What follows belongs to an exercise in optimizing a design on an open flow for small area, a short achievable clock period and few clock cycles; a production flow would make more cautious choices.
Function was checked by simulation only, so behaviour that the tests miss may differ from the original.

==> wip/onyx: inputs <==
## rubik_top
module rubik_top(clk, rst_n, start, init_blue, init_white, init_red, busy, done, result);
==> flow/config.mk <==
export PLATFORM = sky130hd
export DESIGN_NAME = rubik_top
export DESIGN_NICKNAME = rubik_top
export VERILOG_FILES = /design/flow/design.v
export SDC_FILE = /design/flow/constraint.sdc
export NUM_CORES = 4
export LEC_CHECK = 0
export CAP_MARGIN = 20
export CORE_MARGIN = 2
export CORE_UTILIZATION = 30
export SETUP_SLACK_MARGIN = 5
export SLEW_MARGIN = 20
==> flow/constraint.sdc <==
create_clock -name core_clock -period 10.0 [get_ports {clk}]
set_input_delay 2.0000 -clock core_clock [delete_from_list [all_inputs] [get_ports {clk}]]
set_output_delay 2.0000 -clock core_clock [all_outputs]
set_load 0.01 [all_outputs]
run.sh (not shown) runs the stock make flow with config.mk's settings and CLKGATE_MAP_FILE= SYNTH_SCRIPT=/design/flow/synth_recipe.tcl, a recipe that flattens the netlist after the stock synthesis.
==> inputs of wip/willow, as changes to wip/onyx <==
--- a/flow/design.v
+++ b/flow/design.v
@@ -815,27 +815,28 @@
       if (H == 9'd63) nLc = 2'd3;
     end else ni = i + 2'd1;
   end
 end
 wire [1:0] ndidx = nLc - 2'd1 - nstep;
 wire [2:0] nx = (ndidx==2'd0) ? nH[2:0] : (ndidx==2'd1) ? nH[5:3] : nH[8:6];
 always @(posedge clk) begin
+  W <= load ? s0c : VE;
+  H <= load ? 9'd0 : nH; Lc <= load ? 2'd0 : nLc; i <= load ? 2'd1 : ni; step <= load ? 2'd0 : nstep; x <= load ? 3'd0 : nx;
+  chk <= load | last; chk_end <= ~load & hend; chk_k <= load ? 3'd3 : 3'd3 + {1'b0,Lc} + {1'b0,i}; chk_H <= load ? 9'd0 : H;
+  h1r <= ~load & chk & hit1; l1r <= l1; endr <= ~load & chk & chk_end; kr <= chk_k; Hr <= chk_H;
+  found <= ~load & (found | better);
+  if (load) s0p <= s0c;
+end
+always @(posedge clk) begin
   if (!rst_n) begin
     busy_r <= 1'b0; valid <= 1'b0;
   end else if (load) begin
-    s0p <= s0c; W <= s0c;
-    H <= 9'd0; Lc <= 2'd0; i <= 2'd1; step <= 2'd0; x <= 3'd0; found <= 1'b0;
-    chk <= 1'b1; chk_end <= 1'b0; chk_k <= 3'd3; chk_H <= 9'd0;
-    h1r <= 1'b0; endr <= 1'b0;
     res <= t0v; valid <= hit0; busy_r <= ~hit0;
   end else if (busy_r) begin
-    W <= VE; H <= nH; Lc <= nLc; i <= ni; step <= nstep; x <= nx;
-    chk <= last; chk_end <= hend; chk_k <= 3'd3 + {1'b0,Lc} + {1'b0,i}; chk_H <= H;
-    h1r <= chk & hit1; l1r <= l1; endr <= chk & chk_end; kr <= chk_k; Hr <= chk_H;
-    if (better) begin res <= {kr, 3'd0, Hr, l1r}; found <= 1'b1; end
+    if (better) res <= {kr, 3'd0, Hr, l1r};
     if (endr) begin
       if (better | found) begin valid <= 1'b1; busy_r <= 1'b0; end
       else if (Hr == 9'd511) begin res <= 24'd0; valid <= 1'b1; busy_r <= 1'b0; end
     end
   end
 end
 endmodule
==> flow/flow/run.sh (new file) <==
#!/bin/bash
set -o pipefail
export SETUP_SLACK_MARGIN=5.9
bash standard.sh > standard.log 2>&1
status=$?
# keep ORFS's per-step logs beside this flow's own log
cp -r orfs/logs orfs_logs 2>/dev/null || true
exit $status
==> flow/standard.sh (new file) <==
#!/bin/bash
# synth_recipe.tcl (not shown) runs the flow's synth.tcl, then flattens the netlist and writes it again
# the make line also repeats each setting of config.mk as NAME=value (left out here)
make -C /OpenROAD-flow-scripts/flow DESIGN_CONFIG=/design/flow/config.mk WORK_HOME=/design/flow/orfs CLKGATE_MAP_FILE= SYNTH_SCRIPT=/design/flow/synth_recipe.tcl "${@:-finish}"
- SETUP_SLACK_MARGIN: 5 -> unset
removed: flow/run.sh
==> run summary <==
first drt pass iteration count=12; post-synthesis simple-gate area fraction=45.9%; worst reg2reg startpoint=W[31]$_DFFE_PP_; synth unique cells=97; global-route usage over all layers=46.9%; fill count=7001; DR vias/cell=7.41; first-pass GRT wire length=215000 microns; hold endpoint=Hr[1]$_DFFE_PP_; status=complete, no violations
(the above is from wip/onyx)
==> run summary <==
worst reg2reg startpoint=W[10]$_DFF_P_; wire per inst=43.6 microns; CTS max path bufs=2; dpl cells=3579; post-synthesis simple-gate area fraction=49.2%; DR vias/cell=7.63; Final Cycle Share=43.7%; status=complete, no violations; synth unique cells=95; fill count=6743; global-route usage over all layers=48.9%; first drt pass iteration count=14; Storage cell area=3700 sq um; Synth Area in XOR/XNOR=0.743%; first-pass GRT wire length=219000 microns
(the above is from wip/willow)
Testbench counts of wip/onyx, summed over its fixed seeds: cycles 475.
Testbench counts of wip/willow, summed over its fixed seeds: cycles 475.

========
==> job 5699: inputs <==
Another version of the RTL of rubik_top (not shown whole).
==> flow/config.mk <==
export PLATFORM = sky130hd
export DESIGN_NAME = rubik_top
export DESIGN_NICKNAME = rubik_top
export VERILOG_FILES = /design/flow/design.v
export SDC_FILE = /design/flow/constraint.sdc
export NUM_CORES = 4
export LEC_CHECK = 0
export CAP_MARGIN = 20
export CORE_MARGIN = 2
export CORE_UTILIZATION = 35
export SLEW_MARGIN = 20
==> flow/constraint.sdc <==
create_clock -name core_clock -period 10.0 [get_ports {clk}]
set_input_delay 2.0000 -clock core_clock [delete_from_list [all_inputs] [get_ports {clk}]]
set_output_delay 2.0000 -clock core_clock [all_outputs]
set_load 0.01 [all_outputs]
standard.sh (not shown) runs the stock make flow with config.mk's settings and CLKGATE_MAP_FILE= SYNTH_SCRIPT=/design/flow/synth_recipe.tcl, a recipe that flattens the netlist after the stock synthesis.
==> flow/flow/run.sh <==
#!/bin/bash
set -o pipefail
export SETUP_SLACK_MARGIN=5.9
bash standard.sh > standard.log 2>&1
status=$?
# keep ORFS's per-step logs beside this flow's own log
cp -r orfs/logs orfs_logs 2>/dev/null || true
exit $status
==> job 8977 (differences from job 5699) <==
--- a/flow/config.mk
+++ b/flow/config.mk
@@ -7,5 +7,6 @@
 export LEC_CHECK = 0
 export CAP_MARGIN = 20
+export CELL_PAD_IN_SITES_DETAIL_PLACEMENT = 1
 export CORE_MARGIN = 2
-export CORE_UTILIZATION = 35
+export CORE_UTILIZATION = 30
 export SLEW_MARGIN = 20
==> job 8684 (differences from job 5699) <==
--- a/flow/flow/run.sh
+++ b/flow/flow/run.sh
@@ -1,5 +1,5 @@
 #!/bin/bash
 set -o pipefail
-export SETUP_SLACK_MARGIN=5.9
+export SETUP_SLACK_MARGIN=6.2
 bash standard.sh > standard.log 2>&1
 status=$?
--- a/flow/config.mk
+++ b/flow/config.mk
@@ -7,5 +7,6 @@
 export LEC_CHECK = 0
 export CAP_MARGIN = 20
+export CELL_PAD_IN_SITES_DETAIL_PLACEMENT = 1
 export CORE_MARGIN = 2
-export CORE_UTILIZATION = 35
+export CORE_UTILIZATION = 30
 export SLEW_MARGIN = 20
==> job 206 (differences from job 5699) <==
--- a/flow/flow/run.sh
+++ b/flow/flow/run.sh
@@ -1,5 +1,5 @@
 #!/bin/bash
 set -o pipefail
-export SETUP_SLACK_MARGIN=5.9
+export SETUP_SLACK_MARGIN=5.7
 bash standard.sh > standard.log 2>&1
 status=$?
--- a/flow/config.mk
+++ b/flow/config.mk
@@ -7,5 +7,6 @@
 export LEC_CHECK = 0
 export CAP_MARGIN = 20
+export CELL_PAD_IN_SITES_DETAIL_PLACEMENT = 1
 export CORE_MARGIN = 2
-export CORE_UTILIZATION = 35
+export CORE_UTILIZATION = 30
 export SLEW_MARGIN = 20
==> reports/qor.txt <==
Place WS: 3500 ps
DP HPWL: 118000 µm
outcome: no timing/DRC/antenna violations
global routing usage on met1: 56.0%
Die Ht: 251 µm
gp weighted congestion: 1.18
starting density of the core: 30.4%
Placed Instances: 3477
post-CTS sizing: 220
placed cell area: 20500 µm²
largest net degree at the start of global routing: 55
Post-CTS Setup Repair Bufs: 28
(the above is from job 206)
==> reports/qor.txt <==
outcome: no timing/DRC/antenna violations
global routing usage on met1: 55.8%
CP endpoint kind: register
post-route setup slack: 5680 ps
IO Count: 101
Die Ht: 251 µm
placed cell area: 20600 µm²
wire length on met2: 66800 µm
Place WS: 3660 ps
Critical Path AT: 4660 ps
clock buffers: 18
RSZ-0062 raised after global routing: yes
largest net degree at the start of global routing: 73
post-CTS sizing: 335
Worst R2R Path Depth: 8
Data required, critical path: 10340 ps
starting density of the core: 30.4%
(the above is from job 8977)
==> reports/qor.txt <==
Post-CTS Setup Repair Bufs: 41
Die Ht: 233 µm
Last stage: global routing (5_1_grt)
Place WS: 3610 ps
Error: [ERROR GRT-0232] Routing congestion too high. Check the congestion heatmap in the GUI.
Placed Instances: 3361
outcome: stopped before the end
placed cell area: 20200 µm²
DP HPWL: 106000 µm
global routing usage on met1: 57.6%
post-CTS sizing: 280
(the above is from job 5699)
==> reports/qor.txt <==
global routing usage on met1: 56.9%
Data required, critical path: 10290 ps
outcome: no timing/DRC/antenna violations
largest net degree at the start of global routing: 54
DP HPWL: 123000 µm
Placed Instances: 3483
Post-CTS Setup Repair Bufs: 126
starting density of the core: 30.4%
post-CTS sizing: 616
Die Ht: 251 µm
gp weighted congestion: 1.16
(the above is from job 8684)
Testbench counts of job 5699, summed over its fixed seeds: cycles 475.
Testbench counts of job 8977, summed over its fixed seeds: cycles 475.
Testbench counts of job 8684, summed over its fixed seeds: cycles 475.
Testbench counts of job 206, summed over its fixed seeds: cycles 475.

-- static timing again, ports no longer ideal --
No port has a modelled driver above. Below, the same layouts with a new extraction and two added sets of constraints. Step 1: set_driving_cell puts a clkbuf_16 on clk and a buf_2 on each other input, an assumption about the parent block. Step 2 also shifts input and output timing later by t, the mid clock arrival at the registers, as if the neighbouring blocks saw the same clock. Slacks: ideal ports / drivers / drivers and shift; pairs: ideal ports / drivers.
| run | t (ns) | slack for setup (ns) | clock arrival spread, ns |
|---|---|---|---|
| wip/onyx | 0.516 | 4.781 / 4.781 / 4.312 | 0.020 / 0.020 |
| wip/willow | 0.535 | 5.628 / 5.628 / 5.298 | 0.023 / 0.024 |
| job 8977 | 0.526 | 5.685 / 5.685 / 5.189 | 0.025 / 0.025 |
| job 8684 | 0.535 | 5.903 / 5.932 / 5.397 | 0.025 / 0.024 |
| job 206 | 0.532 | 5.314 / 5.314 / 5.103 | 0.022 / 0.022 |
After both steps every run listed still meets setup and hold. For job 8684, which loses most, drivers alone change the setup slack by +0.029 ns; drivers and shift together by -0.506 ns.
